Optimization exercise on an open flow, not production practice. RTL: at most simulated, not proved equivalent. Function not checked: run 9. Power: default activity.

==> flow/design.v <==
`timescale 1ns / 1ps
module zig_zag_traversal (
    input clk,
    input reset,
    output reg done,
    input [5:0] ram_read_addr,
    output [7:0] ram_read_data,
    output [5:0] rom_addr,            
    input  [7:0] rom_data             
);
  reg [5:0] t;         
  reg       load;      
  reg [2:0] row, col;
  wire odd = row[0] ^ col[0];
  assign rom_addr = {row, col};
  always @(posedge clk or posedge reset) begin
    if (reset) begin
      row <= 3'd0;
      col <= 3'd0;
    end else if (!odd) begin
      if (row == 3'd7) col <= col + 3'd1;
      else begin
        row <= row + 3'd1;
        if (col != 3'd0) col <= col - 3'd1;
      end
    end else begin
      if (col == 3'd7) row <= row + 3'd1;
      else begin
        col <= col + 3'd1;
        if (row != 3'd0) row <= row - 3'd1;
      end
    end
  end
  reg  [7:0] c [0:63];
  wire [7:0] c_in [0:7];
  genvar g, h, b;
  generate
    for (h = 0; h < 8; h = h + 1) begin : ring
      assign c_in[h] = (load && t[5:3] == h) ? rom_data : c[8*h+7];
    end
  endgenerate
  integer i, j;
  always @(posedge clk) begin
    for (i = 0; i < 8; i = i + 1) begin
      c[8*i] <= c_in[i];
      for (j = 1; j < 8; j = j + 1)
        c[8*i+j] <= c[8*i+j-1];
    end
  end
  wire [7:0] v [0:63];
  generate
    for (h = 0; h < 8; h = h + 1) begin : rd
      for (g = 0; g < 7; g = g + 1) begin : pos
        assign v[8*h+g] = c[8*h+g];
      end
      assign v[8*h+7] = c_in[h];
    end
  endgenerate
  wire [2:0] a_lo = ram_read_addr[2:0];
  wire [2:0] a_hi = ram_read_addr[5:3];
  wire [2:0] t_lo = t[2:0];
  wire [7:0] ring_sel, pos_sel;
  generate
    for (g = 0; g < 8; g = g + 1) begin : dec
      wire [2:0] k_lo = t_lo - 3'd1 - g;
      zz_eq3 ul (.a(a_lo), .k(k_lo), .y(pos_sel[g]));
      assign ring_sel[g] = (a_hi == g);
    end
  endgenerate
  wire [7:0] pos [0:7];
  generate
    for (g = 0; g < 8; g = g + 1) begin : lvl1
      for (b = 0; b < 8; b = b + 1) begin : bt
        zz_sel8 u (.s(ring_sel),
                   .d({v[56+g][b], v[48+g][b], v[40+g][b], v[32+g][b],
                       v[24+g][b], v[16+g][b], v[8+g][b],  v[g][b]}),
                   .y(pos[g][b]));
      end
    end
    for (b = 0; b < 8; b = b + 1) begin : lvl2
      zz_sel8f u (.s(pos_sel),
                  .d({pos[7][b], pos[6][b], pos[5][b], pos[4][b],
                      pos[3][b], pos[2][b], pos[1][b], pos[0][b]}),
                  .y(ram_read_data[b]));
    end
  endgenerate
  always @(posedge clk or posedge reset) begin
    if (reset) begin
      t    <= 6'd0;
      done <= 1'b0;
      load <= 1'b1;
    end else begin
      t    <= t + 6'd1;
      done <= done | (t == 6'd62);
      load <= ~done;
    end
  end
endmodule
module zz_sel8 (
    input  [7:0] s,
    input  [7:0] d,
    output       y
);
  wire n0, n1, n2;
  zz_aoi222 u0 (.a1(s[0]), .a2(d[0]), .b1(s[1]), .b2(d[1]), .c1(s[2]), .c2(d[2]), .y(n0));
  zz_aoi222 u1 (.a1(s[3]), .a2(d[3]), .b1(s[4]), .b2(d[4]), .c1(s[5]), .c2(d[5]), .y(n1));
  zz_aoi22  u2 (.a1(s[6]), .a2(d[6]), .b1(s[7]), .b2(d[7]), .y(n2));
  zz_nand3  u3 (.a(n0), .b(n1), .c(n2), .y(y));
endmodule
module zz_sel8f (
    input  [7:0] s,
    input  [7:0] d,
    output       y
);
  wire n0, n1, n2, n3;
  zz_aoi22 u0 (.a1(s[0]), .a2(d[0]), .b1(s[1]), .b2(d[1]), .y(n0));
  zz_aoi22 u1 (.a1(s[2]), .a2(d[2]), .b1(s[3]), .b2(d[3]), .y(n1));
  zz_aoi22 u2 (.a1(s[4]), .a2(d[4]), .b1(s[5]), .b2(d[5]), .y(n2));
  zz_aoi22 u3 (.a1(s[6]), .a2(d[6]), .b1(s[7]), .b2(d[7]), .y(n3));
  zz_nand4 u4 (.a(n0), .b(n1), .c(n2), .d(n3), .y(y));
endmodule
module zz_eq3 (input [2:0] a, input [2:0] k, output y);
  assign y = (a == k);
endmodule
module zz_aoi222 (input a1, a2, b1, b2, c1, c2, output y);
  assign y = ~((a1 & a2) | (b1 & b2) | (c1 & c2));
endmodule
module zz_aoi22 (input a1, a2, b1, b2, output y);
  assign y = ~((a1 & a2) | (b1 & b2));
endmodule
module zz_nand3 (input a, b, c, output y);
  assign y = ~(a & b & c);
endmodule
module zz_nand4 (input a, b, c, d, output y);
  assign y = ~(a & b & c & d);
endmodule
==> flow/flow/run.sh <==
#!/bin/bash
# Own flow: the standard layout, with these changes:
# - after synthesis, the read multiplexer's first-level a22oi gates, which
#   Yosys's mapper gives drive strength 2, are set to drive strength 1
#   (each drives one gate next to it); timing repair sizes up what needs it;
# - the port buffers are buf_4 cells, not the slow delay-buffer cells that
#   buffer_ports picks by default;
# - timing repair may size a cell to any strength, not just to cells of the
#   same footprint.
set -euo pipefail
cd "$(dirname "$0")/.."
bash standard.sh synth > synth.log 2>&1
openroad -no_init -exit flow/resize.tcl > resize.log 2>&1
bash standard.sh "BUFFER_PORTS_ARGS=-buffer_cell sky130_fd_sc_hd__buf_4" \
  MATCH_CELL_FOOTPRINT=0 finish > layout.log 2>&1
==> flow/flow/resize.tcl <==
# Set the read multiplexer's first-level a22oi gates to drive strength 1.
set odb orfs/results/sky130hd/zig_zag_traversal/base/1_synth.odb
read_db $odb
set block [ord::get_db_block]
set db [ord::get_db]
set m1 [$db findMaster sky130_fd_sc_hd__a22oi_1]
set n 0
foreach inst [$block getInsts] {
  if {[[$inst getMaster] getName] ne "sky130_fd_sc_hd__a22oi_2"} { continue }
  set y [$inst findITerm Y]
  set net [$y getNet]
  if {$net eq "NULL"} { continue }
  if {[string match {lvl1*} [$net getName]]} {
    $inst swapMaster $m1
    incr n
  }
}
puts "resized $n a22oi gates to drive strength 1"
write_db $odb
==> flow/standard.sh <==
#!/bin/bash
# synth_recipe.tcl (not shown) runs the flow's synth.tcl, then flattens the netlist and writes it again
# the make line also repeats each setting of config.mk as NAME=value (left out here)
make -C /OpenROAD-flow-scripts/flow DESIGN_CONFIG=/design/flow/config.mk WORK_HOME=/design/flow/orfs CLKGATE_MAP_FILE= SYNTH_SCRIPT=/design/flow/synth_recipe.tcl "${@:-finish}"
==> flow/config.mk <==
export PLATFORM = sky130hd
export DESIGN_NAME = zig_zag_traversal
export DESIGN_NICKNAME = zig_zag_traversal
export VERILOG_FILES = /design/flow/design.v
export SDC_FILE = /design/flow/constraint.sdc
export NUM_CORES = 4
export LEC_CHECK = 0
export CAP_MARGIN = 20
export CORE_MARGIN = 2
export CORE_UTILIZATION = 40
export CTS_CLUSTER_DIAMETER = 100
export CTS_CLUSTER_SIZE = 30
export SETUP_SLACK_MARGIN = 2.5
export SLEW_MARGIN = 20
export SYNTH_HIERARCHICAL = 1
export SYNTH_MINIMUM_KEEP_SIZE = 0
==> flow/constraint.sdc <==
create_clock -name core_clock -period 7.5 [get_ports {clk}]
set_input_delay 1.5000 -clock core_clock [delete_from_list [all_inputs] [get_ports {clk}]]
set_output_delay 1.5000 -clock core_clock [all_outputs]
set_load 0.01 [all_outputs]
==> results.json, run 1 <==
{
  "status": "timing/DRC/antenna clean",
  "p_leak_uw": 0.00648,
  "timing.rr.end": "c[32][0]",
  "min_path_type": "reg -> reg",
  "max_freq_ghz": 0.204,
  "drive_gt1_share_pct": 18.9,
  "vias_per_cell": 5.65,
  "max_slew_margin_pct": 44.2,
  "path_class": "in -> out",
  "crit_fanout": 64,
  "start_util_pct": 40.7,
  "cp_slowest_cell": "a222oi_1",
  "dpl_cell_area_um2": 15900,
  "final_common_cell": "dfxtp_1",
  "cts_tree": "done",
  "synthCells": 1016,
  "wl_per_cell_um": 22.1,
  "r2r_setup_slack_ps": 5630,
  "antenna_found_initial": 0,
  "grtUsageTotal_pct": 17.4,
  "cpPeakStageDelay_ps": 400,
  "grt_pass1_vias": 8821,
  "synth_area_um2": 14900,
  "numPortBuffers": 30,
  "synthesis.nets": 1048,
  "ant_nets": 0,
  "worst-endpoint-required_ps": 6000,
  "fin_nets": 1131,
  "critPathBufInv": 3,
  "cts_made_buffers": 21,
  "die_h_um": 197,
  "ir_worst_vdd_mv": 0.158,
  "io_pins": 31,
  "clk_latency_ps": 530,
  "crit_chain": "buf_4 > and3b_2 > buf_6 > a222oi_1 > nand3_1 > a22oi_2 > nand4_1 > buf_4",
  "setup-tns-final_ps": 0,
  "core-area_um2": 36700,
  "finalMaxSlewViolations": 0,
  "setup_viol_count_final": 0,
  "h-tree-depth": 1,
  "fillerInstances": 3280,
  "finalHoldViolCount": 0,
  "hold_buffers": 0,
  "gp_congestion": 0.747,
  "drt_pass1_iterations": 9,
  "die_w_um": 197,
  "fin_util_pct": 45.5,
  "diodes": 0,
  "dpl.cell_count": 1523,
  "cp_data_arrival_time_ps": 3400,
  "grt_max_degree": 65,
  "die-area_um2": 38900,
  "min_period_over_period_pct": 65.3,
  "period_minus_slack_ps": 4900,
  "final_cell_count_no_fill": 1567,
  "cp-start-kind": "input port",
  "ctsRootBufferMaster": "clkbuf_16",
  "reg2reg_from": "load",
  "clockBufferDepth": 3,
  "dp.final_hpwl_um": 20600,
  "layout_common_cells": "dfxtp_1 (512), a222oi_1 (128), nand3_1 (67), a22oi_1 (64), mux2_2 (62)",
  "skew_ps": 10.7,
  "rsz0062_at_grt": "true",
  "path_clk_slew_ps": 110,
  "clock-sinks": 526,
  "r2r_cells": 3,
  "rows": 70,
  "min_from": "c[28][2]",
  "drv_cap": 0,
  "vias": 8851,
  "avgSynthCellArea_um2": 14.7,
  "syn2layout_area_growth_pct": 11.8,
  "crit_top_cell": "buf_4",
  "tightestPinTransition_ps": 837,
  "final_area_um2": 16700,
  "gr-total-overflow": 0,
  "power.density_nw_per_um2": 270,
  "min_path_cells": 0,
  "drc": 0,
  "critical_path.top_delay_family": "buffers and inverters",
  "crit_path_end_kind": "primary output",
  "routed_wl_um": 34600,
  "grt_pass1_wl_um": 52100,
  "synth_warnings": 9,
  "min_to": "c[29][2]",
  "drt_iter0_drc": 1082
}
==> per-layer routing <==
metal | vias to the layer above | wire, um | GRT usage, %
li1 | 4143 | - | -
met3 | 63 | 1760 | 2.08
met2 | 261 | 15700 | 27.5
met4 | 0 | 1280 | 6.60
met1 | 4384 | 15900 | 24.6
met5 | - | 0 | 0
==> how the worst max path moves through the flow <==
| stage | end | start | cells after the start |
|---|---|---|---|
| global route | ram_read_data[7] | ram_read_addr[5] | 8 |
| floorplan | ram_read_data[0] | ram_read_addr[4] | 6 |
| global placement | ram_read_data[0] | ram_read_addr[3] | 8 |
| CTS | ram_read_data[1] | load | 8 |
| finish | ram_read_data[1] | ram_read_addr[4] | 8 |
| detailed placement | ram_read_data[4] | ram_read_addr[3] | 8 |
==> flip-flops by register name, summed over array words and instances, names as in the netlist <==
name	count
c	512
col	3
done	1
load	1
row	3
t	6
==> through the flow <==
step,hold slack [ps],worst slack [ps],power [uW]
after floorplan,330,2590,3140
after global placement,331,2340,3240
after detailed placement,335,2340,3250
after CTS,351,2480,4530
after global routing,355,2470,4660
final,349,2600,4510
==> power by group <==
group | internal [uW] | total, uW | switching (uW)
Clock | 516 | 1320 | 802
Sequential | 2910 | 2960 | 53.0
Combinational | 92.2 | 227 | 134
==> area by class of cell <==
cell class | instances | area, um2 | share of cell area [%]
inverter | 15 | 60.1 | 0.360
clock buffer | 22 | 529 | 3.17
clock inverter | 1 | 16.3 | 0.0975
multi-input combinational | 470 | 4300 | 25.8
timing repair buffer | 65 | 591 | 3.54
tap | 468 | 586 | 3.51
sequential | 526 | 10600 | 63.5
==> repair_timing <==
item,in CTS,in global routing
pin swaps,5,3
resized for setup,3,6
endpoints found under the hold margin,0,0
buffers inserted,14,6
endpoints found under the setup margin,8,8
cloned,0,1
Testbench counts, summed over its fixed seeds: cycles 12,096.
==> inputs of run 2 (changes only) <==
--- a/flow/config.mk
+++ b/flow/config.mk
@@ -11,5 +11,5 @@
 export CTS_CLUSTER_DIAMETER = 100
 export CTS_CLUSTER_SIZE = 30
-export SETUP_SLACK_MARGIN = 2.5
+export SETUP_SLACK_MARGIN = 3.5
 export SLEW_MARGIN = 20
 export SYNTH_HIERARCHICAL = 1
==> run 2 against run 1 <==
Effect of this change:
- critical path type unchanged
- sequential power is essentially flat
- via count grew 2.2%
- wire length grew 4.9%
- worst setup slack gained 140 ps
- combinational power grew 7%
- non-clock buffer count grew 25
- flip-flop and latch count is the same
- first-iteration DRC count grew 8.8%
==> results.json, run 2 <==
{
  "grt_max_degree": 65,
  "max_freq_ghz": 0.210,
  "status": "timing/DRC/antenna clean",
  "drc": 0,
  "min_path_cells": 0,
  "rsz0062_at_grt": "true",
  "setup-tns-final_ps": 0,
  "drv_cap": 0,
  "numPortBuffers": 30,
  "gp_congestion": 0.741,
  "power.density_nw_per_um2": 265,
  "min_to": "c[38][0]",
  "grt_pass1_vias": 8950,
  "path_class": "in -> out",
  "drive_gt1_share_pct": 21.2,
  "top_register": "c",
  "grtUsageTotal_pct": 18.7,
  "grt_pass1_wl_um": 54800,
  "skew_ps": 20.0,
  "reg2reg_from": "row[0]",
  "clock-sinks": 526,
  "worst-endpoint-required_ps": 6000,
  "die_h_um": 197,
  "min_from": "c[37][0]",
  "vias": 9042,
  "final_area_um2": 17100,
  "dp.final_hpwl_um": 20600,
  "dpl_cell_area_um2": 15900,
  "diodes": 0,
  "drt_iter0_drc": 1177,
  "final_common_cell": "dfxtp_1",
  "core-area_um2": 36700,
  "vias_per_cell": 5.68,
  "holdWs_ps": 344,
  "wl_per_cell_um": 22.8,
  "fin_ws_ps": 2750,
  "avgSynthCellArea_um2": 14.7,
  "clk_latency_ps": 550,
  "gr-total-overflow": 0,
  "cp-start-kind": "input port",
  "finalMaxSlewViolations": 0,
  "syn2layout_area_growth_pct": 14.6,
  "start_util_pct": 40.7,
  "setup_viol_count_final": 0,
  "largest_reg_flops": 512,
  "io_pins": 31,
  "cp_data_arrival_time_ps": 3250,
  "rows": 70,
  "period_minus_slack_ps": 4750,
  "drt_pass1_iterations": 9,
  "synth_area_um2": 14900,
  "h-tree-depth": 1,
  "fin_nets": 1156,
  "ant_nets": 0,
  "routed_wl_um": 36300,
  "synthCells": 1016,
  "p_leak_uw": 0.00668,
  "tightestPinTransition_ps": 581,
  "min_path_type": "reg -> reg",
  "ctsRootBufferMaster": "clkbuf_16",
  "cts_made_buffers": 21,
  "antenna_found_initial": 0,
  "ir_worst_vdd_mv": 0.169,
  "finalHoldViolCount": 0,
  "layout_common_cells": "dfxtp_1 (512), a222oi_1 (128), nand3_1 (67), a22oi_1 (64)",
  "die-area_um2": 38900,
  "synthesis.nets": 1048,
  "synth_warnings": 9,
  "r2r_setup_slack_ps": 5760,
  "max_slew_margin_pct": 61.2,
  "place_ws_ps": 2210,
  "timing.rr.end": "row[2]",
  "cts_tree": "done",
  "r2r_cells": 5,
  "path_clk_slew_ps": 110,
  "crit_path_end_kind": "primary output",
  "clockBufferDepth": 3,
  "reg_top3": "c (512), t (6)",
  "min_period_over_period_pct": 63.4,
  "die_w_um": 197,
  "crit_fanout": 8
}
==> run 2: power breakdown <==
part / switching, uW / internal, uW / leakage, uW
clock network: 810 / 518 / 0.000272
registers: 53.0 / 2910 / 0.00444
logic: 140 / 104 / 0.00196
==> run 2: worst max-delay path by stage <==
stage                      from                to  slack [ps]  depth (start not counted)
2_1_floorplan  ram_read_addr[4]  ram_read_data[0]        2650                          5
3_3_place_gp   ram_read_addr[3]  ram_read_data[5]        2270                          9
3_5_place_dp   ram_read_addr[4]  ram_read_data[5]        2210                          9
4_1_cts        ram_read_addr[3]  ram_read_data[5]        2760                          8
5_1_grt        ram_read_addr[4]  ram_read_data[1]        2660                          9
6_report       ram_read_addr[3]  ram_read_data[5]        2750                          9
==> run 2: through the flow <==
step                      utilization, %  power, uW  cells
after floorplan                        -       3140   1016
final                               46.6       4530   1593
after CTS                           46.6       4560   1593
after detailed placement            43.3       3240   1523
after global placement              43.3       3240   1523
after global routing                46.6       4700   1593
==> run 2: worst max-delay path, cell delays in order <==
cell	delay (ps)
buf_12	110
and3b_2	270
buf_12	160
clkbuf_16	160
a222oi_1	310
nand3_1	130
a22oi_2	150
nand4_1	220
buf_4	220
==> run 2: repair_timing <==
| item | 4_1_cts | 5_1_grt |
|---|---|---|
| setup endpoints to repair | 8 | 8 |
| pin swaps | 62 | 6 |
| hold buffers | 0 | 0 |
| gates resized for setup | 38 | 0 |
| gates cloned | 8 | 0 |
| setup buffers | 38 | 0 |
==> run 2: layout make-up <==
class	instances	area, um2
clock inverter	2	25.0
multi-input combinational	470	4310
clock buffer	22	529
tap	468	586
fill	3220	19600
timing repair buffer	90	992
inverter	15	60.1
sequential	526	10600
==> run 2: per-layer routing <==
| layer | share of wire [%] | track usage (%) | wire length [um] | vias up |
|---|---|---|---|---|
| li1 | - | - | - | 4203 |
| met1 | 47 | 27.1 | 16900 | 4504 |
| met2 | 45 | 29.9 | 16400 | 291 |
| met3 | 6.2 | 2.24 | 2250 | 44 |
| met4 | 2.1 | 4.09 | 779 | 0 |
| met5 | 0 | 0 | 0 | - |
==> inputs of run 3 (changes only) <==
--- a/flow/config.mk
+++ b/flow/config.mk
@@ -8,8 +8,8 @@
 export CAP_MARGIN = 20
 export CORE_MARGIN = 2
-export CORE_UTILIZATION = 40
+export CORE_UTILIZATION = 55
 export CTS_CLUSTER_DIAMETER = 100
 export CTS_CLUSTER_SIZE = 30
-export SETUP_SLACK_MARGIN = 3.5
+export SETUP_SLACK_MARGIN = 3.0
 export SLEW_MARGIN = 20
 export SYNTH_HIERARCHICAL = 1
==> run 3 against run 2 <==
Effect of this change:
- critical path depth unchanged
- still clean
- sequential power about the same
- largest power group unchanged
- sequential share of layout area about the same
- wire length up 5.8%
- area after synthesis unchanged
==> results.json, run 3 <==
{
  "min_path_type": "reg -> reg",
  "sequentialPowerShare_pct": 65.2,
  "routed_wl_um": 38400,
  "clock-sinks": 526,
  "cp_data_arrival_time_ps": 3180,
  "rows": 60,
  "core-area_um2": 26800,
  "antenna_found_initial": 0,
  "vias": 9153,
  "grt_max_degree": 65,
  "min_period_over_period_pct": 62.4,
  "grtUsageTotal_pct": 26.8,
  "synth_area_um2": 14900,
  "clk_latency_ps": 550,
  "clockBufferDepth": 3,
  "comb_power_share_pct": 5.7,
  "vias_per_cell": 6.25,
  "synthesis.nets": 1048,
  "skew_ps": 20.8,
  "crit_path_end_kind": "primary output",
  "h-tree-depth": 1,
  "hold_buffers": 0,
  "switchingPower_uw": 1000,
  "finalMaxSlewViolations": 0,
  "drc": 0,
  "path_class": "in -> out",
  "period_minus_slack_ps": 4680,
  "io_pins": 31,
  "grt_pass1_wl_um": 56700,
  "layout_common_cells": "dfxtp_1 (512), a222oi_1 (128), nand3_1 (67), a22oi_1 (64), mux2_2 (62)",
  "ir_worst_vdd_mv": 0.181,
  "diodes": 0,
  "start_util_pct": 55.7,
  "min_path_cells": 0,
  "r2r_cells": 5,
  "cts_made_buffers": 21,
  "fin_util_pct": 63.8,
  "cts_tree": "done",
  "numPortBuffers": 30,
  "drt_iter0_drc": 1290,
  "status": "timing/DRC/antenna clean",
  "gp_congestion": 0.754,
  "syn2layout_area_growth_pct": 14.5,
  "fin_nets": 1153,
  "max_freq_ghz": 0.214,
  "finalHoldViolCount": 0,
  "drt_pass1_iterations": 7,
  "crit_fanout": 8,
  "drv_cap": 0,
  "setup-tns-final_ps": 0,
  "avgSynthCellArea_um2": 14.7,
  "ctsRootBufferMaster": "clkbuf_16",
  "synth_warnings": 9,
  "swShare_pct": 22.1,
  "die-area_um2": 28500,
  "gr-total-overflow": 0,
  "cp-start-kind": "input port",
  "path_clk_slew_ps": 100,
  "die_w_um": 169,
  "tightestPinTransition_ps": 576,
  "largest_reg_flops": 512,
  "p_leak_uw": 0.00673,
  "final_common_cell": "dfxtp_1",
  "clockPowerShare_pct": 29.1,
  "wl_per_cell_um": 26.2,
  "drive_gt1_share_pct": 21.6,
  "internal_power_uw": 3540,
  "die_h_um": 169,
  "grt_pass1_vias": 9132,
  "ant_nets": 0,
  "rsz0062_at_grt": "true",
  "max_slew_margin_pct": 61.6,
  "power.density_nw_per_um2": 266,
  "dp.final_hpwl_um": 20000,
  "setup_viol_count_final": 0,
  "worst-endpoint-required_ps": 6000,
  "top_register": "c",
  "synthCells": 1016,
  "reg_top3": "c (512), t (6)"
}
## run 3: through the flow
step / setup WS (ps) / hold WS (ps) / instances / total power (uW) / area, um2
4_1_cts: 2910 / 350 / 1461 / 4560 / 17000
3_3_place_gp: 2490 / 332 / 1399 / 3240 / 15700
5_1_grt: 2790 / 355 / 1464 / 4700 / 17100
2_1_floorplan: 2650 / 330 / 1016 / 3140 / 15000
3_5_place_dp: 2470 / 335 / 1400 / 3240 / 15700
6_report: 2820 / 347 / 1464 / 4540 / 17100
## run 3: area by class of cell
cell class                      count  area, um2
Fill cell                        2038       9710
Sequential cell                   526      10600
Timing Repair Buffer               86       1070
Clock buffer                       22        529
Multi-Input combinational cell    471       4370
Tap cell                          341        427
Clock inverter                      3       30.0
Inverter                           15       60.1
## run 3: power groups by stage
stage	Sequential [uW]	Clock, uW	Combinational (uW)
2_1_floorplan	3010	0	136
3_3_place_gp	3020	0	216
3_5_place_dp	3020	0	216
4_1_cts	2960	1350	253
5_1_grt	2980	1450	273
6_report	2960	1320	259
## run 3: final timing paths
path	start	slack (ps)	to
worst max-delay path	ram_read_addr[3]	2820	ram_read_data[1]
worst min-delay path	c[8][4]	350	c[9][4]
min in group asynchronous	reset	1010	col[2]
worst max register to register	row[0]	5750	row[2]
max in group asynchronous	reset	6080	t[0]
worst min register to register	c[8][4]	350	c[9][4]
## run 3: critical path, stage by stage
cell and delay, ps:
buf_12 110, nor3b_4 150, buf_12 140, clkbuf_16 160
a222oi_1 290, nand3_1 150, a22oi_2 240, nand4_1 230
buf_4 210
## run 3: repair_timing
item	in CTS	in global routing
endpoints found under the setup margin	8	8
gates resized for setup	55	5
gates cloned	15	1
pin swaps	65	16
setup buffers	21	2
## run 3: metal layers
metal / up-vias / routed length, um / global-route usage [%]
li1: 4202 / - / -
met1: 4532 / 17200 / 39.0
met2: 357 / 16700 / 40.9
met3: 62 / 3240 / 4.86
met4: 0 / 1200 / 8.21
met5: - / 0 / 0
==> inputs of run 4 (changes only) <==
--- a/flow/config.mk
+++ b/flow/config.mk
@@ -8,7 +8,8 @@
 export CAP_MARGIN = 20
 export CORE_MARGIN = 2
-export CORE_UTILIZATION = 55
+export CORE_UTILIZATION = 40
 export CTS_CLUSTER_DIAMETER = 100
 export CTS_CLUSTER_SIZE = 30
+export GPL_TIMING_DRIVEN = 1
 export SETUP_SLACK_MARGIN = 3.0
 export SLEW_MARGIN = 20
==> run 4 against run 3 <==
Effect of this change:
- still clean on timing, DRC and antenna
- power shrank 0.12%
- wire length fell by 5.5%
- die area is 37% higher
- non-clock buffer count is 4 higher
- final cell count grew 8.8%
- critical path type unchanged
- largest cell class unchanged
- largest power group unchanged
==> results.json, run 4 <==
{
  "status": "timing/DRC/antenna clean",
  "highest_layer": "met4",
  "hold_buffers": 0,
  "cp.depth": 9,
  "critical_path.endpoint": "ram_read_data[5]",
  "grt_pass1_wl_um": 54800,
  "cts_tree": "done",
  "reg_top3": "c (512), t (6)",
  "grt_max_degree": 65,
  "crit_fanout": 8,
  "place_ws_ps": 2210,
  "min_period_over_period_pct": 63.4,
  "ir_worst_vdd_mv": 0.169,
  "crit_chain": "buf_12 > and3b_2 > buf_12 > clkbuf_16 > a222oi_1 > nand3_1 > a22oi_2 > nand4_1 > buf_4",
  "clockBufferDepth": 3,
  "cp_data_arrival_time_ps": 3250,
  "synth_area_um2": 14900,
  "routed_wl_um": 36300,
  "power_uw": 4530,
  "vias": 9042,
  "critical_path.top_delay_family": "buffers and inverters",
  "ant_nets": 0,
  "fin_ws_ps": 2750,
  "cp-start-kind": "input port",
  "drt_iter0_drc": 1177,
  "start_util_pct": 40.7,
  "critPathBufInv": 4,
  "diodes": 0,
  "setup-tns-final_ps": 0,
  "gr-total-overflow": 0,
  "cts_made_buffers": 21,
  "period_minus_slack_ps": 4750,
  "avgSynthCellArea_um2": 14.7,
  "grt_pass1_vias": 8950,
  "cp_slowest_cell": "a222oi_1",
  "crit_path_end_kind": "primary output",
  "fillerInstances": 3220,
  "vias_per_cell": 5.68,
  "p_leak_uw": 0.00668,
  "numPortBuffers": 30,
  "r2r_setup_slack_ps": 5760,
  "clk_latency_ps": 550,
  "wl_met1_um": 16900,
  "setup_viol_count_final": 0,
  "path_clk_slew_ps": 110,
  "synthCells": 1016,
  "skew_ps": 20.0,
  "finalHoldViolCount": 0,
  "power.density_nw_per_um2": 265,
  "wl_met3_um": 2250,
  "max_slew_margin_pct": 61.2,
  "timing.rr.end": "row[2]",
  "antenna_found_initial": 0,
  "max_freq_ghz": 0.210,
  "largest_reg_flops": 512,
  "path_class": "in -> out",
  "rows": 70,
  "syn2layout_area_growth_pct": 14.6,
  "top_register": "c",
  "clock-sinks": 526,
  "layout_common_cells": "dfxtp_1 (512), a222oi_1 (128), nand3_1 (67), a22oi_1 (64)",
  "core-area_um2": 36700,
  "drc": 0,
  "ctsRootBufferMaster": "clkbuf_16",
  "synthesis.nets": 1048,
  "dp.final_hpwl_um": 20600,
  "min_path_type": "reg -> reg",
  "final_common_cell": "dfxtp_1",
  "reg2reg_from": "row[0]",
  "die_w_um": 197,
  "met2_length_um": 16400,
  "cpPeakStageDelay_ps": 310,
  "wl_per_cell_um": 22.8,
  "drive_gt1_share_pct": 21.2,
  "critical_path.startpoint": "ram_read_addr[3]",
  "holdWs_ps": 344,
  "r2r_cells": 5,
  "synth_warnings": 9,
  "rsz0062_at_grt": "true",
  "drt_pass1_iterations": 9,
  "fin_nets": 1156,
  "io_pins": 31,
  "final_area_um2": 17100,
  "drv_cap": 0,
  "crit_top_cell": "buf_12",
  "dpl_cell_area_um2": 15900,
  "die_h_um": 197,
  "gp_congestion": 0.741,
  "h-tree-depth": 1,
  "finalMaxSlewViolations": 0,
  "worst-endpoint-required_ps": 6000,
  "die-area_um2": 38900,
  "tightestPinTransition_ps": 581,
  "grtUsageTotal_pct": 18.7
}
run 4: layout make-up:
| class | count | area [um2] | area share (%) |
|---|---|---|---|
| clock inverters | 2 | 25.0 | 0.146 |
| inverters | 15 | 60.1 | 0.351 |
| flip-flops and latches | 526 | 10600 | 62.0 |
| well taps | 468 | 586 | 3.42 |
| multi-input cells | 470 | 4310 | 25.2 |
| repair buffers | 90 | 992 | 5.80 |
| clock buffers | 22 | 529 | 3.09 |
run 4: timing repair:
| item | CTS | global route |
|---|---|---|
| setup buffers | 38 | 0 |
| cloned | 8 | 0 |
| pin swaps | 62 | 6 |
| endpoints found under the setup margin | 8 | 8 |
| gates resized for setup | 38 | 0 |
run 4: how the worst min path moves through the flow:
stage | startpoint | end | slack (ps) | depth (start not counted)
after CTS | c[37][0] | c[38][0] | 350 | 0
final | c[37][0] | c[38][0] | 340 | 0
after floorplan | c[0][0] | c[1][0] | 330 | 0
after global routing | c[46][1] | c[47][1] | 360 | 0
after detailed placement | c[28][7] | c[29][7] | 340 | 0
after global placement | c[50][5] | c[51][5] | 330 | 0
run 4: through the flow:
stage	utilization (%)	cells
finish	46.6	1593
detailed placement	43.3	1523
CTS	46.6	1593
global route	46.6	1593
global placement	43.3	1523
floorplan	-	1016
run 4: routing by layer:
metal | vias to the layer above | global-route usage [%]
met5 | - | 0
met4 | 0 | 4.09
met3 | 44 | 2.24
met2 | 291 | 29.9
met1 | 4504 | 27.1
li1 | 4203 | -
run 4: power breakdown:
part	total (uW)	switching, uW	internal, uW
sequential	2960	53.0	2910
clock	1330	810	518
combinational	244	140	104
==> inputs of run 5 (changes only) <==
--- a/flow/config.mk
+++ b/flow/config.mk
@@ -11,5 +11,4 @@
 export CTS_CLUSTER_DIAMETER = 100
 export CTS_CLUSTER_SIZE = 30
-export GPL_TIMING_DRIVEN = 1
 export SETUP_SLACK_MARGIN = 3.0
 export SLEW_MARGIN = 20
==> run 5 against run 4 <==
Effect of this change:
- critical path type unchanged
- clock power hardly changed
- still clean on timing, DRC and antenna
- non-clock buffer count stayed put
- critical path depth stayed put
- die area stayed put
==> results.json, run 5 <==
{
  "largest_reg_flops": 512,
  "fillerInstances": 3220,
  "min_path_cells": 0,
  "start_util_pct": 40.7,
  "rsz0062_at_grt": "true",
  "drive_gt1_share_pct": 21.2,
  "path_class": "in -> out",
  "synthesis.nets": 1048,
  "h-tree-depth": 1,
  "ir_worst_vdd_mv": 0.169,
  "ant_nets": 0,
  "cts_tree": "done",
  "clk_latency_ps": 550,
  "synth_area_um2": 14900,
  "layout_common_cells": "dfxtp_1 (512), a222oi_1 (128), nand3_1 (67), a22oi_1 (64)",
  "drc": 0,
  "synthCells": 1016,
  "numPortBuffers": 30,
  "sequentialPowerShare_pct": 65.3,
  "io_pins": 31,
  "routed_wl_um": 36300,
  "comb_power_share_pct": 5.4,
  "wl_per_cell_um": 22.8,
  "gp_congestion": 0.741,
  "synth_warnings": 9,
  "setup-tns-final_ps": 0,
  "final_common_cell": "dfxtp_1",
  "cpPeakStageDelay_ps": 310,
  "ctsRootBufferMaster": "clkbuf_16",
  "min_period_over_period_pct": 63.4,
  "setup_viol_count_final": 0,
  "fin_nets": 1156,
  "vias_per_cell": 5.68,
  "drt_pass1_iterations": 9,
  "die_w_um": 197,
  "finalMaxSlewViolations": 0,
  "rows": 70,
  "power.density_nw_per_um2": 265,
  "core-area_um2": 36700,
  "finalHoldViolCount": 0,
  "status": "timing/DRC/antenna clean",
  "max_freq_ghz": 0.210,
  "period_minus_slack_ps": 4750,
  "die-area_um2": 38900,
  "clock-sinks": 526,
  "tightestPinTransition_ps": 581,
  "fin_util_pct": 46.6,
  "internal_power_uw": 3530,
  "clockPowerShare_pct": 29.3,
  "skew_ps": 20.0,
  "crit_fanout": 8,
  "avgSynthCellArea_um2": 14.7,
  "r2r_cells": 5,
  "path_clk_slew_ps": 110,
  "cp_data_arrival_time_ps": 3250,
  "grtUsageTotal_pct": 18.7,
  "crit_path_end_kind": "primary output",
  "drv_cap": 0,
  "hold_buffers": 0,
  "syn2layout_area_growth_pct": 14.6,
  "grt_pass1_wl_um": 54800,
  "p_leak_uw": 0.00668,
  "die_h_um": 197,
  "critical_path.top_delay_family": "buffers and inverters",
  "worst-endpoint-required_ps": 6000,
  "cp.depth": 9,
  "swShare_pct": 22.1,
  "critPathBufInv": 4,
  "cp_slowest_cell": "a222oi_1",
  "cts_made_buffers": 21,
  "reg_top3": "c (512), t (6)",
  "vias": 9042,
  "gr-total-overflow": 0,
  "top_register": "c",
  "switchingPower_uw": 1000,
  "grt_max_degree": 65,
  "cp-start-kind": "input port",
  "drt_iter0_drc": 1177,
  "crit_top_cell": "buf_12",
  "diodes": 0,
  "max_slew_margin_pct": 61.2,
  "clockBufferDepth": 3,
  "grt_pass1_vias": 8950,
  "crit_chain": "buf_12 > and3b_2 > buf_12 > clkbuf_16 > a222oi_1 > nand3_1 > a22oi_2 > nand4_1 > buf_4",
  "antenna_found_initial": 0,
  "dp.final_hpwl_um": 20600,
  "min_path_type": "reg -> reg"
}
==> run 5: path summary, 6_finish.rpt <==
check,slack [ps],start,to
min in group asynchronous,1010,reset,t[1]
worst max register to register,5760,row[0],row[2]
max in group asynchronous,6080,reset,t[4]
worst min-delay path,340,c[37][0],c[38][0]
worst max-delay path,2750,ram_read_addr[3],ram_read_data[5]
worst min register to register,340,c[37][0],c[38][0]
==> run 5: timing repair <==
action | in CTS | in global routing
setup endpoints to repair | 8 | 8
hold endpoints to repair | 0 | 0
pin swaps | 62 | 6
gates resized for setup | 38 | 0
gates cloned | 8 | 0
setup buffers | 38 | 0
==> run 5: power groups by stage <==
stage          clock, uW  combinational [uW]  sequential [uW]
6_report            1330                 244             2960
5_1_grt             1460                 261             2980
4_1_cts             1350                 244             2960
3_5_place_dp           0                 220             3020
3_3_place_gp           0                 218             3020
2_1_floorplan          0                 136             3010
==> run 5: per-layer routing <==
metal	part of all wire, %	track usage, %
met1	47	27.1
met2	45	29.9
met3	6.2	2.24
met4	2.1	4.09
met5	0	0
==> run 5: layout make-up <==
type                            instances  area (um2)  area share, %
Timing Repair Buffer                   90         992           5.80
Inverter                               15        60.1          0.351
Sequential cell                       526       10600           62.0
Tap cell                              468         586           3.42
Multi-Input combinational cell        470        4310           25.2
Clock inverter                          2        25.0          0.146
Clock buffer                           22         529           3.09
==> run 5: stage by stage <==
stage / setup WS, ps / hold WS (ps) / total power, uW / std cells / instance area, um2
6_report: 2750 / 344 / 4530 / 1593 / 17100
3_3_place_gp: 2270 / 332 / 3240 / 1523 / 15900
5_1_grt: 2660 / 356 / 4700 / 1593 / 17100
4_1_cts: 2760 / 350 / 4560 / 1593 / 17100
3_5_place_dp: 2210 / 335 / 3240 / 1523 / 15900
2_1_floorplan: 2650 / 330 / 3140 / 1016 / 15000
==> run 5: worst register-to-register path, delay by kind of cell, from the launching register on <==
kind / cells / cell delay, ps
AO/OA/AOI/OAI: 2 / 460
adder cells (fa/ha/maj): 1 / 430
AND/OR/NAND/NOR: 1 / 180
buffers and inverters: 1 / 140
flip-flops: 1 / 430
==> inputs of run 6 (changes only) <==
--- a/flow/config.mk
+++ b/flow/config.mk
@@ -8,5 +8,5 @@
 export CAP_MARGIN = 20
 export CORE_MARGIN = 2
-export CORE_UTILIZATION = 40
+export CORE_UTILIZATION = 72
 export CTS_CLUSTER_DIAMETER = 100
 export CTS_CLUSTER_SIZE = 30
==> run 6 against run 5 <==
Effect of this change:
- core utilization grew 37 points
- wire length grew 2.9%
- sequential power is essentially flat
- flip-flop and latch count is the same
- worst setup slack gained 28 ps
- combinational power grew 8%
- register-to-register slack is essentially flat
- largest power group unchanged
- critical path depth is the same
- largest cell class unchanged
- power grew 0.20%
- first-iteration DRC count grew 5.4%
==> results.json, run 6 <==
{
  "status": "timing/DRC/antenna clean",
  "routed_wl_um": 37400,
  "antenna_found_initial": 0,
  "cts_tree": "done",
  "cp_data_arrival_time_ps": 3220,
  "period_minus_slack_ps": 4720,
  "avgSynthCellArea_um2": 14.7,
  "vias": 9523,
  "setup_viol_count_final": 0,
  "grtUsageTotal_pct": 33.2,
  "p_leak_uw": 0.00675,
  "timing.rr.end": "row[1]",
  "reg2reg_from": "row[0]",
  "clock-sinks": 526,
  "h-tree-depth": 1,
  "path_class": "in -> out",
  "min_period_over_period_pct": 63.0,
  "synth_area_um2": 14900,
  "grt_pass1_wl_um": 54600,
  "die-area_um2": 21900,
  "dp.final_hpwl_um": 20000,
  "skew_ps": 9.12,
  "final_cell_count_no_fill": 1402,
  "synthCells": 1016,
  "crit_fanout": 23,
  "rsz0062_at_grt": "true",
  "drt_pass1_iterations": 8,
  "path_clk_slew_ps": 100,
  "grt_pass1_vias": 9348,
  "hold_buffers": 0,
  "gr-total-overflow": 0,
  "reg_top3": "c (512), t (6)",
  "layout_common_cells": "dfxtp_1 (512), a222oi_1 (128), nand3_1 (67), a22oi_1 (63), mux2_2 (62)",
  "r2r_setup_slack_ps": 5750,
  "drive_gt1_share_pct": 22.2,
  "fin_nets": 1163,
  "min_path_type": "reg -> reg",
  "io_pins": 31,
  "die_w_um": 148,
  "place_ws_ps": 2290,
  "setup-tns-final_ps": 0,
  "grt_max_degree": 65,
  "dpl.cell_count": 1328,
  "fin_ws_ps": 2780,
  "gp_congestion": 0.815,
  "syn2layout_area_growth_pct": 14.1,
  "ir_worst_vdd_mv": 0.250,
  "top_register": "c",
  "clk_latency_ps": 540,
  "drv_cap": 0,
  "drc": 0,
  "max_freq_ghz": 0.212,
  "core-area_um2": 20300,
  "synth_warnings": 9,
  "start_util_pct": 73.5,
  "cp-start-kind": "input port",
  "min_to": "c[6][2]",
  "synthesis.nets": 1048,
  "cts_made_buffers": 21,
  "tightestPinTransition_ps": 810,
  "r2r_cells": 5,
  "max_slew_margin_pct": 45.9,
  "crit_path_end_kind": "primary output",
  "ctsRootBufferMaster": "clkbuf_16",
  "drt_iter0_drc": 1241,
  "ant_nets": 0,
  "min_from": "c[5][2]",
  "largest_reg_flops": 512,
  "numPortBuffers": 30,
  "clockBufferDepth": 3,
  "diodes": 0,
  "wl_per_cell_um": 26.6,
  "finalMaxSlewViolations": 0,
  "worst-endpoint-required_ps": 6000,
  "power.density_nw_per_um2": 267,
  "die_h_um": 148,
  "min_path_cells": 0,
  "vias_per_cell": 6.79,
  "rows": 52,
  "final_common_cell": "dfxtp_1",
  "finalHoldViolCount": 0
}
run 6: cell count changes in the layout (fill, tap and decap cells not counted), moves of 3 or more:
cell and delta:
buf_12 -3, buf_4 -4, buf_8 +3, nor3_4 +3
xnor2_1 -3, xnor2_2 +3
run 6: worst max-delay path by stage:
| stage | startpoint | end | slack [ps] | depth (start not counted) |
|---|---|---|---|---|
| 2_1_floorplan | ram_read_addr[4] | ram_read_data[0] | 2650 | 5 |
| 3_3_place_gp | ram_read_addr[4] | ram_read_data[5] | 2320 | 9 |
| 3_5_place_dp | ram_read_addr[3] | ram_read_data[5] | 2290 | 9 |
| 4_1_cts | ram_read_addr[5] | ram_read_data[5] | 2810 | 9 |
| 5_1_grt | ram_read_addr[3] | ram_read_data[3] | 2770 | 9 |
| 6_report | ram_read_addr[3] | ram_read_data[3] | 2780 | 9 |
run 6: layout make-up:
cell class,instances,area [um2]
repair buffers,91,1050
flip-flops and latches,526,10600
clock inverters,2,17.5
fillers,1043,3270
well taps,270,338
clock buffers,22,529
multi-input cells,476,4430
inverters,15,60.1
run 6: metrics by stage:
step / hold WS [ps] / cell area [um2] / utilization [%] / power [uW]
finish: 349 / 17000 / 83.9 / 4540
global route: 346 / 17000 / 83.9 / 4670
CTS: 336 / 16800 / 82.7 / 4520
detailed placement: 335 / 15600 / 77.0 / 3240
global placement: 332 / 15600 / 77.0 / 3230
floorplan: 330 / 15000 / - / 3140
run 6: power breakdown:
group          leakage (uW)  switching (uW)  total [uW]  internal [uW]
Combinational       0.00204             148         263            114
Sequential          0.00444            58.5        2970           2910
Clock              0.000270             797        1310            516
run 6: worst max-delay path: stages:
cell      delay [ps]
buf_12           150
nor3_4            70
buf_12           140
buf_8            160
a222oi_1         460
nand3_1          200
a22oi_2          200
nand4_1          150
buf_4            180
run 6: what timing repair did:
item / CTS / global route
cloned: 10 / 3
resized for setup: 50 / 18
setup endpoints to repair: 8 / 8
setup buffers: 25 / 12
pin swaps: 29 / 31
run 6: layer usage:
layer | track usage (%) | up-vias | wire (um)
li1 | - | 4228 | -
met3 | 5.80 | 83 | 3500
met5 | 0 | - | 0
met1 | 44.8 | 4684 | 14800
met4 | 14.3 | 0 | 1440
met2 | 53.4 | 528 | 17700
==> inputs of run 7 (changes only) <==
--- a/flow/config.mk
+++ b/flow/config.mk
@@ -8,5 +8,5 @@
 export CAP_MARGIN = 20
 export CORE_MARGIN = 2
-export CORE_UTILIZATION = 72
+export CORE_UTILIZATION = 65
 export CTS_CLUSTER_DIAMETER = 100
 export CTS_CLUSTER_SIZE = 30
==> run 7 against run 6 <==
Effect of this change:
- critical endpoint is now ram_read_data[4]
- non-clock buffer count shrank 9
- area after synthesis stayed put
- critical path type unchanged
- power about the same
- flip-flop and latch count unchanged
- combinational power is 3% lower
- worst setup slack improved by 55 ps
- synthesized cell count unchanged
- wire length decreased by 2.9%
- critical path depth decreased by 1
- count of clock-buffer cells in the layout rose by 1
- clock power barely moved
- highest routed layer unchanged
==> results.json, run 7 <==
{
  "status": "timing/DRC/antenna clean",
  "drt_pass1_iterations": 9,
  "ctsRootBufferMaster": "clkbuf_16",
  "layout_common_cells": "dfxtp_1 (512), a222oi_1 (128), nand3_1 (67), a22oi_1 (64), mux2_2 (62)",
  "rsz0062_at_grt": "true",
  "vias": 9220,
  "min_to": "c[35][5]",
  "die-area_um2": 24200,
  "reg2reg_from": "row[0]",
  "dpl_cell_area_um2": 15600,
  "fin_util_pct": 75.0,
  "power.density_nw_per_um2": 268,
  "min_from": "c[34][5]",
  "wl_per_cell_um": 25.8,
  "grt_pass1_wl_um": 53400,
  "p_leak_uw": 0.00668,
  "numPortBuffers": 30,
  "ant_nets": 0,
  "crit_path_end_kind": "primary output",
  "rows": 55,
  "core-area_um2": 22600,
  "switchingPower_uw": 1000,
  "fin_nets": 1151,
  "h-tree-depth": 1,
  "worst-endpoint-required_ps": 6000,
  "synth_warnings": 9,
  "r2r_cells": 5,
  "largest_reg_flops": 512,
  "final_cell_count_no_fill": 1406,
  "swShare_pct": 22.0,
  "cp_data_arrival_time_ps": 3170,
  "dp.final_hpwl_um": 19100,
  "die_h_um": 156,
  "min_period_over_period_pct": 62.2,
  "clockPowerShare_pct": 29.1,
  "r2r_setup_slack_ps": 5780,
  "finalMaxSlewViolations": 0,
  "routed_wl_um": 36300,
  "die_w_um": 156,
  "reg_top3": "c (512), t (6)",
  "final_area_um2": 16900,
  "path_class": "in -> out",
  "synthesis.nets": 1048,
  "setup_viol_count_final": 0,
  "antenna_found_initial": 0,
  "cts_made_buffers": 21,
  "tightestPinTransition_ps": 561,
  "finalHoldViolCount": 0,
  "comb_power_share_pct": 5.6,
  "clk_latency_ps": 540,
  "cts_tree": "done",
  "cp-start-kind": "input port",
  "sequentialPowerShare_pct": 65.3,
  "diodes": 0,
  "syn2layout_area_growth_pct": 13.4,
  "hold_buffers": 0,
  "path_clk_slew_ps": 110,
  "dpl.cell_count": 1340,
  "setup-tns-final_ps": 0,
  "avgSynthCellArea_um2": 14.7,
  "gp_congestion": 0.794,
  "ir_worst_vdd_mv": 0.268,
  "top_register": "c",
  "max_slew_margin_pct": 62.6,
  "clockBufferDepth": 3,
  "gr-total-overflow": 0,
  "internal_power_uw": 3540,
  "synth_area_um2": 14900,
  "skew_ps": 14.8,
  "drive_gt1_share_pct": 21.3,
  "drc": 0,
  "start_util_pct": 66.1,
  "synthCells": 1016,
  "min_path_cells": 0,
  "min_path_type": "reg -> reg",
  "grtUsageTotal_pct": 29.5,
  "io_pins": 31,
  "drt_iter0_drc": 1244,
  "timing.rr.end": "row[2]",
  "drv_cap": 0,
  "grt_max_degree": 65,
  "max_freq_ghz": 0.214,
  "vias_per_cell": 6.56,
  "clock-sinks": 526,
  "period_minus_slack_ps": 4670,
  "grt_pass1_vias": 8975,
  "final_common_cell": "dfxtp_1",
  "crit_fanout": 16
}
-- run 7: worst max path at each step --
stage / from / slack, ps / endpoint / cells past startpoint
after floorplan: ram_read_addr[4] / 2650 / ram_read_data[0] / 5
after global placement: ram_read_addr[4] / 2140 / ram_read_data[2] / 8
after detailed placement: ram_read_addr[4] / 2120 / ram_read_data[2] / 8
after CTS: ram_read_addr[3] / 2850 / ram_read_data[1] / 8
after global routing: ram_read_addr[3] / 2770 / ram_read_data[2] / 8
final: ram_read_addr[3] / 2830 / ram_read_data[4] / 8
-- run 7: critical path, stage by stage --
cell and delay, ps:
buf_16 110, and3b_4 250, clkbuf_16 230, a222oi_1 420, nand3_1 180, a22oi_2 160
nand4_1 130, buf_4 170
-- run 7: routing by layer --
| metal | track usage (%) | wire length [um] |
|---|---|---|
| met1 | 41.9 | 15600 |
| met5 | 0 | 0 |
| met3 | 3.43 | 2660 |
| met4 | 7.47 | 869 |
| met2 | 48.6 | 17100 |
-- run 7: power by group through the flow --
stage                     clock network, uW  logic, uW  registers [uW]
final                                  1320        255            2960
after global routing                   1430        268            2980
after CTS                              1330        248            2960
after detailed placement                  0        215            3020
after global placement                    0        213            3020
after floorplan                           0        136            3010
-- run 7: layout make-up --
cell class,count,area (um2)
flip-flops and latches,526,10600
fillers,1473,5650
multi-input cells,473,4380
repair buffers,82,958
clock buffers,23,533
well taps,285,357
inverters,15,60.1
clock inverters,2,25.0
-- run 7: repair_timing --
action,in CTS,in global routing
setup buffers,27,1
gates resized for setup,54,1
pin swaps,51,13
endpoints found under the setup margin,8,8
cloned,11,2
-- run 7: metrics by stage --
step / total power, uW / setup WS (ps) / hold WS, ps
CTS: 4540 / 2850 / 341
floorplan: 3140 / 2650 / 330
detailed placement: 3240 / 2120 / 335
global route: 4670 / 2770 / 341
global placement: 3230 / 2140 / 332
finish: 4540 / 2830 / 336
==> inputs of run 8 (changes only) <==
--- a/flow/config.mk
+++ b/flow/config.mk
@@ -11,5 +11,5 @@
 export CTS_CLUSTER_DIAMETER = 100
 export CTS_CLUSTER_SIZE = 30
-export SETUP_SLACK_MARGIN = 3.0
+export SETUP_SLACK_MARGIN = 2.5
 export SLEW_MARGIN = 20
 export SYNTH_HIERARCHICAL = 1
==> run 8 against run 7 <==
Effect of this change:
- register-to-register slack got worse by 400 ps
- clock skew about the same
- synthesized cell count stayed put
- first-iteration DRC count down 13%
- non-clock buffer count decreased by 21
- design area is 3.4% lower
- global-route usage decreased by 3.0 points
- flip-flop and latch count unchanged
- sequential share of layout area rose by 2.2 points
- critical path depth did not move
- clock power is essentially flat
- final cell count decreased by 1.8%
==> results.json, run 8 <==
{
  "vias": 8778,
  "period_minus_slack_ps": 4910,
  "syn2layout_area_growth_pct": 9.58,
  "crit_path_end_kind": "primary output",
  "wl_per_cell_um": 23.3,
  "min_period_over_period_pct": 65.4,
  "clock-sinks": 526,
  "clk_latency_ps": 530,
  "ant_nets": 0,
  "grt_pass1_wl_um": 49100,
  "avgSynthCellArea_um2": 14.7,
  "dp.final_hpwl_um": 19500,
  "rows": 55,
  "crit_fanout": 64,
  "vias_per_cell": 6.36,
  "grt_max_degree": 65,
  "drv_cap": 0,
  "max_freq_ghz": 0.204,
  "switchingPower_uw": 962,
  "drt_iter0_drc": 1084,
  "die-area_um2": 24200,
  "rsz0062_at_grt": "true",
  "path_class": "in -> out",
  "synth_area_um2": 14900,
  "finalHoldViolCount": 0,
  "status": "timing/DRC/antenna clean",
  "synth_warnings": 9,
  "hold_buffers": 0,
  "clockPowerShare_pct": 29.0,
  "comb_power_share_pct": 4.9,
  "internal_power_uw": 3520,
  "cts_made_buffers": 21,
  "drive_gt1_share_pct": 18.8,
  "setup-tns-final_ps": 0,
  "max_slew_margin_pct": 43.1,
  "start_util_pct": 66.1,
  "p_leak_uw": 0.00644,
  "reg_top3": "c (512), t (6)",
  "gp_congestion": 0.761,
  "numPortBuffers": 30,
  "setup_viol_count_final": 0,
  "die_h_um": 156,
  "largest_reg_flops": 512,
  "top_register": "c",
  "cp_slowest_cell": "a222oi_1",
  "grtUsageTotal_pct": 26.5,
  "cp-start-kind": "input port",
  "worst-endpoint-required_ps": 6000,
  "drc": 0,
  "grt_pass1_vias": 8623,
  "fin_nets": 1127,
  "cts_tree": "done",
  "sequentialPowerShare_pct": 66.1,
  "tightestPinTransition_ps": 853,
  "critPathBufInv": 3,
  "ctsRootBufferMaster": "clkbuf_16",
  "drt_pass1_iterations": 6,
  "skew_ps": 15.3,
  "cpPeakStageDelay_ps": 550,
  "die_w_um": 156,
  "path_clk_slew_ps": 100,
  "holdWs_ps": 346,
  "routed_wl_um": 32200,
  "antenna_found_initial": 0,
  "diodes": 0,
  "crit_top_cell": "buf_4",
  "synthesis.nets": 1048,
  "crit_chain": "buf_4 > nor3b_4 > buf_4 > a222oi_1 > nand3_1 > a22oi_2 > nand4_1 > buf_4",
  "layout_common_cells": "dfxtp_1 (512), a222oi_1 (128), nand3_1 (67), a22oi_1 (64), mux2_2 (62)",
  "h-tree-depth": 1,
  "power.density_nw_per_um2": 274,
  "clockBufferDepth": 3,
  "finalMaxSlewViolations": 0,
  "io_pins": 31,
  "min_path_type": "reg -> reg",
  "cp_data_arrival_time_ps": 3410,
  "final_common_cell": "dfxtp_1",
  "swShare_pct": 21.5,
  "core-area_um2": 22600,
  "gr-total-overflow": 0,
  "synthCells": 1016,
  "ir_worst_vdd_mv": 0.218,
  "critical_path.top_delay_family": "compound AO/OA/AOI/OAI gates"
}
-- run 8: final cells by class --
class / count / area (um2)
Sequential cell: 526 / 10600
Fill cell: 1543 / 6220
Multi-Input combinational cell: 470 / 4310
Clock buffer: 22 / 539
Timing Repair Buffer: 61 / 470
Tap cell: 285 / 357
Inverter: 15 / 60.1
Clock inverter: 1 / 16.3
-- run 8: stage by stage --
stage / setup WS [ps] / utilization, % / cell area [um2] / total power, uW / instances
after floorplan: 2590 / - / 15000 / 3140 / 1016
after global placement: 2440 / 69.3 / 15600 / 3240 / 1342
after detailed placement: 2400 / 69.3 / 15600 / 3240 / 1342
after CTS: 2500 / 72.2 / 16300 / 4500 / 1374
after global routing: 2490 / 72.4 / 16400 / 4630 / 1380
final: 2590 / 72.4 / 16400 / 4480 / 1380
-- run 8: worst register-to-register path, cell delays in order (launching register included) --
cell      delay (ps)
dfrtp_1          640
nand4b_1         760
mux2_2           600
-- run 8: worst paths after layout --
kind                                        from               end  slack [ps]  cells after the start
max in group asynchronous                  reset              t[0]        6100                      2
worst max-delay path            ram_read_addr[4]  ram_read_data[7]        2590                      8
worst min register to register          c[29][2]          c[30][2]         350                      0
worst min-delay path                    c[29][2]          c[30][2]         350                      0
min in group asynchronous                  reset            col[1]        1010                      2
worst max register to register              t[4]          c[48][1]        5380                      2
-- run 8: power by group through the flow --
| stage | clock network (uW) | registers [uW] | logic [uW] |
|---|---|---|---|
| after CTS | 1320 | 2960 | 218 |
| after floorplan | 0 | 3010 | 136 |
| after global routing | 1420 | 2980 | 236 |
| after global placement | 0 | 3020 | 213 |
| final | 1300 | 2960 | 219 |
| after detailed placement | 0 | 3020 | 214 |
-- run 8: metal layers --
metal  track usage, %  vias up  wire (um)
met1             37.1     4350      14600
met5                0        -          0
met4             7.99        0        805
met3             4.54       56       1900
li1                 -     4130          -
met2             42.6      242      14900
-- run 8: repair_timing --
item / 4_1_cts / 5_1_grt
buffers inserted: 8 / 6
setup endpoints to repair: 8 / 8
cloned: 1 / 0
pin swaps: 3 / 3
gates resized for setup: 4 / 3
==> inputs of run 9 (changes only) <==
--- a/flow/design.v
+++ b/flow/design.v
@@ -37,5 +37,9 @@
   generate
     for (h = 0; h < 8; h = h + 1) begin : ring
-      assign c_in[h] = (load && t[5:3] == h) ? rom_data : c[8*h+7];
+      wire fill = load && t[5:3] == h;
+      for (b = 0; b < 8; b = b + 1) begin : bt
+        zz_ao22 u (.a1(fill), .a2(rom_data[b]), .b1(~fill), .b2(c[8*h+7][b]),
+                   .y(c_in[h][b]));
+      end
     end
   endgenerate
@@ -126,4 +130,7 @@
   assign y = ~((a1 & a2) | (b1 & b2) | (c1 & c2));
 endmodule
+module zz_ao22 (input a1, a2, b1, b2, output y);
+  assign y = (a1 & a2) | (b1 & b2);
+endmodule
 module zz_aoi22 (input a1, a2, b1, b2, output y);
   assign y = ~((a1 & a2) | (b1 & b2));
--- a/flow/config.mk
+++ b/flow/config.mk
@@ -11,5 +11,5 @@
 export CTS_CLUSTER_DIAMETER = 100
 export CTS_CLUSTER_SIZE = 30
-export SETUP_SLACK_MARGIN = 2.5
+export SETUP_SLACK_MARGIN = 3.0
 export SLEW_MARGIN = 20
 export SYNTH_HIERARCHICAL = 1
==> run 9 against run 8 <==
Effect of this change:
- hold slack got worse by 8.4 ps
- largest power group unchanged
- sequential power about the same
- highest routed layer unchanged
- combinational power increased by 25%
- flip-flop and latch count unchanged
- register-to-register slack improved by 160 ps
- critical endpoint is now ram_read_data[2]
- clock skew increased by 0.68 ps
- power increased by 1.5%
- count of clock-buffer cells in the layout increased by 2
- clock power about the same
- core utilization increased by 3.8 points
==> results.json, run 9 <==
{
  "rsz0062_at_grt": "true",
  "reg_top3": "c (512), t (6)",
  "synth_warnings": 9,
  "gr-total-overflow": 0,
  "path_clk_slew_ps": 110,
  "wl_per_cell_um": 27.6,
  "skew_ps": 16.0,
  "cts_made_buffers": 21,
  "io_pins": 31,
  "routed_wl_um": 39700,
  "final_common_cell": "dfxtp_1",
  "antenna_found_initial": 1,
  "crit_chain": "clkbuf_16 > nor3b_4 > clkbuf_16 > a222oi_1 > nand3_1 > a22oi_2 > nand4_1 > buf_4",
  "drt_iter0_drc": 1541,
  "ir_worst_vdd_mv": 0.213,
  "p_leak_uw": 0.00695,
  "numPortBuffers": 30,
  "ctsRootBufferMaster": "clkbuf_16",
  "synth_area_um2": 14700,
  "synthesis.nets": 1052,
  "avgSynthCellArea_um2": 14.4,
  "final_cell_count_no_fill": 1442,
  "gp_congestion": 0.843,
  "drive_gt1_share_pct": 18.2,
  "clock-sinks": 526,
  "crit_path_end_kind": "primary output",
  "vias": 9884,
  "die_h_um": 154,
  "critPathBufInv": 3,
  "power_uw": 4550,
  "critical_path.endpoint": "ram_read_data[2]",
  "synthCells": 1021,
  "setup_viol_count_final": 0,
  "r2r_setup_slack_ps": 5540,
  "clockBufferDepth": 3,
  "path_class": "in -> out",
  "diodes": 0,
  "worst-endpoint-required_ps": 6000,
  "cpPeakStageDelay_ps": 360,
  "rows": 55,
  "syn2layout_area_growth_pct": 16.5,
  "r2r_cells": 4,
  "largest_reg_flops": 512,
  "clk_latency_ps": 550,
  "critical_path.top_delay_family": "compound AO/OA/AOI/OAI gates",
  "dp.final_hpwl_um": 21200,
  "cp-start-kind": "input port",
  "core-area_um2": 22400,
  "grt_pass1_vias": 9553,
  "fin_nets": 1186,
  "critical_path.startpoint": "ram_read_addr[4]",
  "vias_per_cell": 6.85,
  "die-area_um2": 23800,
  "cp_data_arrival_time_ps": 3220,
  "finalMaxSlewViolations": 0,
  "fillerInstances": 1412,
  "dpl.cell_count": 1349,
  "die_w_um": 154,
  "crit_fanout": 8,
  "min_from": "c[45][7]",
  "reg2reg_from": "load",
  "crit_top_cell": "clkbuf_16",
  "power.density_nw_per_um2": 266,
  "min_period_over_period_pct": 63.0,
  "finalHoldViolCount": 0,
  "drc": 0,
  "ant_nets": 0,
  "max_slew_margin_pct": 47.3,
  "grtUsageTotal_pct": 32.0,
  "setup-tns-final_ps": 0,
  "grt_pass1_wl_um": 56900,
  "status": "timing/DRC/antenna clean",
  "cts_tree": "done",
  "grt_max_degree": 65,
  "drt_pass1_iterations": 8,
  "timing.rr.end": "c[24][3]",
  "max_freq_ghz": 0.212,
  "top_register": "c",
  "min_path_type": "reg -> reg",
  "cp.depth": 8,
  "h-tree-depth": 1,
  "start_util_pct": 65.5,
  "cp_slowest_cell": "a222oi_1",
  "layout_common_cells": "dfxtp_1 (512), a222oi_1 (128), nand3_1 (67), buf_4 (67)",
  "tightestPinTransition_ps": 789,
  "period_minus_slack_ps": 4720,
  "drv_cap": 0
}
## run 9: cell type report
cell class	instances	area, um2	area share [%]
sequential	526	10600	62.0
inverter	25	113	0.658
clock buffer	24	537	3.14
tap	285	357	2.08
clock inverter	1	16.3	0.0950
timing repair buffer	105	1220	7.13
multi-input combinational	476	4270	24.9
## run 9: layer usage
layer	share of wire [%]	global-route usage, %	wire [um]	up-vias
met1	41	46.4	16500	4847
met5	0	0	0	-
li1	-	-	-	4346
met2	44	49.0	17400	581
met3	11	4.74	4320	110
met4	3.9	12.3	1550	0
## run 9: metrics by stage
step | setup slack (ps) | instance area, um2 | hold slack (ps) | util [%]
final | 2780 | 17100 | 337 | 76.3
after global routing | 2790 | 17100 | 329 | 76.3
after CTS | 2850 | 16900 | 334 | 75.1
after detailed placement | 2250 | 15500 | 335 | 69.0
after global placement | 2300 | 15500 | 332 | 69.0
after floorplan | 2650 | 14800 | 330 | -
## run 9: worst min path at each step
stage	end	slack, ps	cells after the start
final	c[46][7]	340	0
after global routing	c[13][7]	330	0
after CTS	c[13][7]	330	0
after detailed placement	c[12][5]	330	0
after global placement	c[28][4]	330	0
after floorplan	c[1][0]	330	0
## run 9: power by group
part / leakage [uW] / switching (uW) / internal, uW
logic: 0.00225 / 153 / 120
clock network: 0.000270 / 800 / 520
registers: 0.00443 / 53.9 / 2900
total: 0.00695 / 1010 / 3540
## run 9: what timing repair did
item                                    CTS  global route
setup buffers                            37            11
resized for setup                        67            12
endpoints found under the setup margin    8             8
hold buffers                              0             0
pin swaps                                23            44
cloned                                   15             5
==> inputs of run 10 (changes only) <==
--- a/flow/design.v
+++ b/flow/design.v
@@ -65,8 +65,9 @@
   wire [2:0] t_lo = t[2:0];
   wire [7:0] ring_sel, pos_sel;
+  wire [2:0] p_lo;
+  zz_pos3 up (.a(a_lo), .t(t_lo), .p(p_lo));
   generate
     for (g = 0; g < 8; g = g + 1) begin : dec
-      wire [2:0] k_lo = t_lo - 3'd1 - g;
-      zz_eq3 ul (.a(a_lo), .k(k_lo), .y(pos_sel[g]));
+      assign pos_sel[g]  = (p_lo == g);
       assign ring_sel[g] = (a_hi == g);
     end
@@ -124,6 +125,11 @@
   zz_nand4 u4 (.a(n0), .b(n1), .c(n2), .d(n3), .y(y));
 endmodule
-module zz_eq3 (input [2:0] a, input [2:0] k, output y);
-  assign y = (a == k);
+module zz_pos3 (input [2:0] a, input [2:0] t, output [2:0] p);
+  wire [2:0] n = ~a;
+  wire c1 = t[0] & n[0];
+  wire c2 = (t[1] & n[1]) | (c1 & (t[1] | n[1]));
+  assign p[0] = t[0] ^ n[0];
+  assign p[1] = t[1] ^ n[1] ^ c1;
+  assign p[2] = t[2] ^ n[2] ^ c2;
 endmodule
 module zz_aoi222 (input a1, a2, b1, b2, c1, c2, output y);
--- a/flow/config.mk
+++ b/flow/config.mk
@@ -8,5 +8,5 @@
 export CAP_MARGIN = 20
 export CORE_MARGIN = 2
-export CORE_UTILIZATION = 65
+export CORE_UTILIZATION = 55
 export CTS_CLUSTER_DIAMETER = 100
 export CTS_CLUSTER_SIZE = 30
==> run 10 against run 9 <==
Effect of this change:
- still clean on timing, DRC and antenna
- wire length fell by 6.8%
- register-to-register slack got worse by 310 ps
- clock skew fell by 1.5 ps
- core utilization fell by 13 points
- design area fell by 4.8%
- hold slack improved by 9.1 ps
- combinational power barely moved
- area after synthesis fell by 1.5%
- critical endpoint is now ram_read_data[6]
- largest power group unchanged
- highest routed layer unchanged
==> results.json, run 10 <==
{
  "status": "timing/DRC/antenna clean",
  "synthCells": 993,
  "gr-total-overflow": 0,
  "gp_congestion": 0.774,
  "setup_viol_count_final": 0,
  "r2r_cells": 3,
  "final_common_cell": "dfxtp_1",
  "fin_nets": 1111,
  "vias": 9076,
  "drv_cap": 0,
  "grt_pass1_wl_um": 56300,
  "die-area_um2": 27600,
  "drt_pass1_iterations": 7,
  "avgSynthCellArea_um2": 14.6,
  "finalHoldViolCount": 0,
  "min_path_type": "reg -> reg",
  "drt_iter0_drc": 1388,
  "clockPowerShare_pct": 28.8,
  "path_class": "in -> out",
  "clockBufferDepth": 3,
  "rows": 59,
  "syn2layout_area_growth_pct": 12.6,
  "largest_reg_flops": 512,
  "cp_data_arrival_time_ps": 3370,
  "max_freq_ghz": 0.205,
  "min_to": "c[14][2]",
  "h-tree-depth": 1,
  "ctsRootBufferMaster": "clkbuf_16",
  "die_w_um": 166,
  "cts_tree": "done",
  "period_minus_slack_ps": 4870,
  "grt_pass1_vias": 9058,
  "rsz0062_at_grt": "true",
  "synthesis.nets": 1024,
  "core-area_um2": 25900,
  "switchingPower_uw": 1000,
  "p_leak_uw": 0.00652,
  "grtUsageTotal_pct": 26.5,
  "clk_latency_ps": 540,
  "path_clk_slew_ps": 100,
  "grt_max_degree": 65,
  "fillerInstances": 1987,
  "synth_area_um2": 14500,
  "numPortBuffers": 30,
  "synth_warnings": 9,
  "clock-sinks": 526,
  "cts_made_buffers": 21,
  "max_slew_margin_pct": 47.2,
  "r2r_setup_slack_ps": 5230,
  "swShare_pct": 22.1,
  "layout_common_cells": "dfxtp_1 (512), a222oi_1 (128), nand3_1 (67), a22oi_1 (64), a22o_1 (64)",
  "multi_input_area_um2": 4010,
  "cp-start-kind": "input port",
  "worst-endpoint-required_ps": 6000,
  "internal_power_uw": 3530,
  "top_register": "c",
  "power_uw": 4530,
  "diodes": 0,
  "ant_nets": 0,
  "skew_ps": 14.5,
  "setup-tns-final_ps": 0,
  "die_h_um": 166,
  "sequentialPowerShare_pct": 65.2,
  "dp.final_hpwl_um": 21400,
  "min_period_over_period_pct": 65.0,
  "wl_per_cell_um": 26.1,
  "timing.rr.end": "c[56][7]",
  "finalMaxSlewViolations": 0,
  "reg2reg_from": "t[5]",
  "crit_path_end_kind": "primary output",
  "crit_fanout": 8,
  "io_pins": 31,
  "drc": 0,
  "routed_wl_um": 37000,
  "regArea_um2": 10600,
  "min_from": "c[13][2]",
  "power.density_nw_per_um2": 278,
  "holdWs_ps": 346,
  "vias_per_cell": 6.41,
  "tightestPinTransition_ps": 791,
  "antenna_found_initial": 0,
  "ir_worst_vdd_mv": 0.307,
  "comb_power_share_pct": 6.0,
  "reg_top3": "c (512), t (6)",
  "drive_gt1_share_pct": 15.0,
  "min_path_cells": 0,
  "start_util_pct": 55.8
}
run 10: cell count changes in the layout (fill, tap and decap cells not counted), moves of 4 or more:
cell       change
nor3_4         -5
buf_4         -28
buf_12        -14
clkbuf_16      -4
buf_6          +5
xor2_1        -23
nand2_1        +4
dfrtp_1        +4
dfrtp_2        -4
run 10: worst max path at each step:
stage | start | endpoint | slack (ps) | depth (start not counted)
floorplan | ram_read_addr[4] | ram_read_data[0] | 2650 | 5
global placement | ram_read_addr[0] | ram_read_data[3] | 1770 | 9
detailed placement | ram_read_addr[0] | ram_read_data[4] | 1950 | 9
CTS | ram_read_addr[0] | ram_read_data[3] | 2660 | 11
global route | ram_read_addr[0] | ram_read_data[6] | 2580 | 11
finish | ram_read_addr[0] | ram_read_data[6] | 2630 | 11
run 10: final cells by class:
cell class / instances / share of cell area (%)
well taps: 335 / 2.57
multi-input cells: 449 / 24.6
flip-flops and latches: 526 / 65.1
clock inverters: 1 / 0.0999
inverters: 19 / 0.499
clock buffers: 23 / 3.27
repair buffers: 63 / 3.89
run 10: power by group through the flow:
| stage | sequential, uW | clock, uW | combinational, uW |
|---|---|---|---|
| final | 2960 | 1310 | 270 |
| after global routing | 2970 | 1440 | 285 |
| after CTS | 2960 | 1340 | 264 |
| after detailed placement | 3020 | 0 | 234 |
| after global placement | 3020 | 0 | 232 |
| after floorplan | 3000 | 0 | 142 |
run 10: what timing repair did:
item / CTS / global route
setup endpoints to repair: 8 / 8
gates resized for setup: 44 / 12
gates cloned: 7 / 0
setup buffers: 13 / 6
pin swaps: 31 / 19
hold buffers: 0 / 0
run 10: routing by layer:
layer	wire (um)	part of all wire (%)	vias up	GRT usage, %
met1	16500	45	4523	38.7
li1	-	-	4150	-
met3	2930	7.9	56	4.34
met2	16700	45	347	41.5
met5	0	0	-	0
met4	896	2.4	0	6.50
run 10: critical path: stages:
cell	delay (ps)
buf_8	70
inv_4	30
ha_4	140
fa_2	320
xnor3_2	340
buf_6	170
nor3b_4	250
buf_6	190
a22oi_2	90
nand4_1	120
buf_4	150
run 10: per-stage QoR:
| stage | std cells | util (%) | area, um2 | worst slack [ps] |
|---|---|---|---|---|
| detailed placement | 1366 | 59.0 | 15300 | 1950 |
| finish | 1416 | 62.9 | 16300 | 2630 |
| global route | 1416 | 62.9 | 16300 | 2580 |
| global placement | 1365 | 58.8 | 15200 | 1770 |
| CTS | 1410 | 62.5 | 16200 | 2660 |
| floorplan | 993 | - | 14500 | 2650 |
Testbench counts of run 10, summed over its fixed seeds: cycles 12,096.
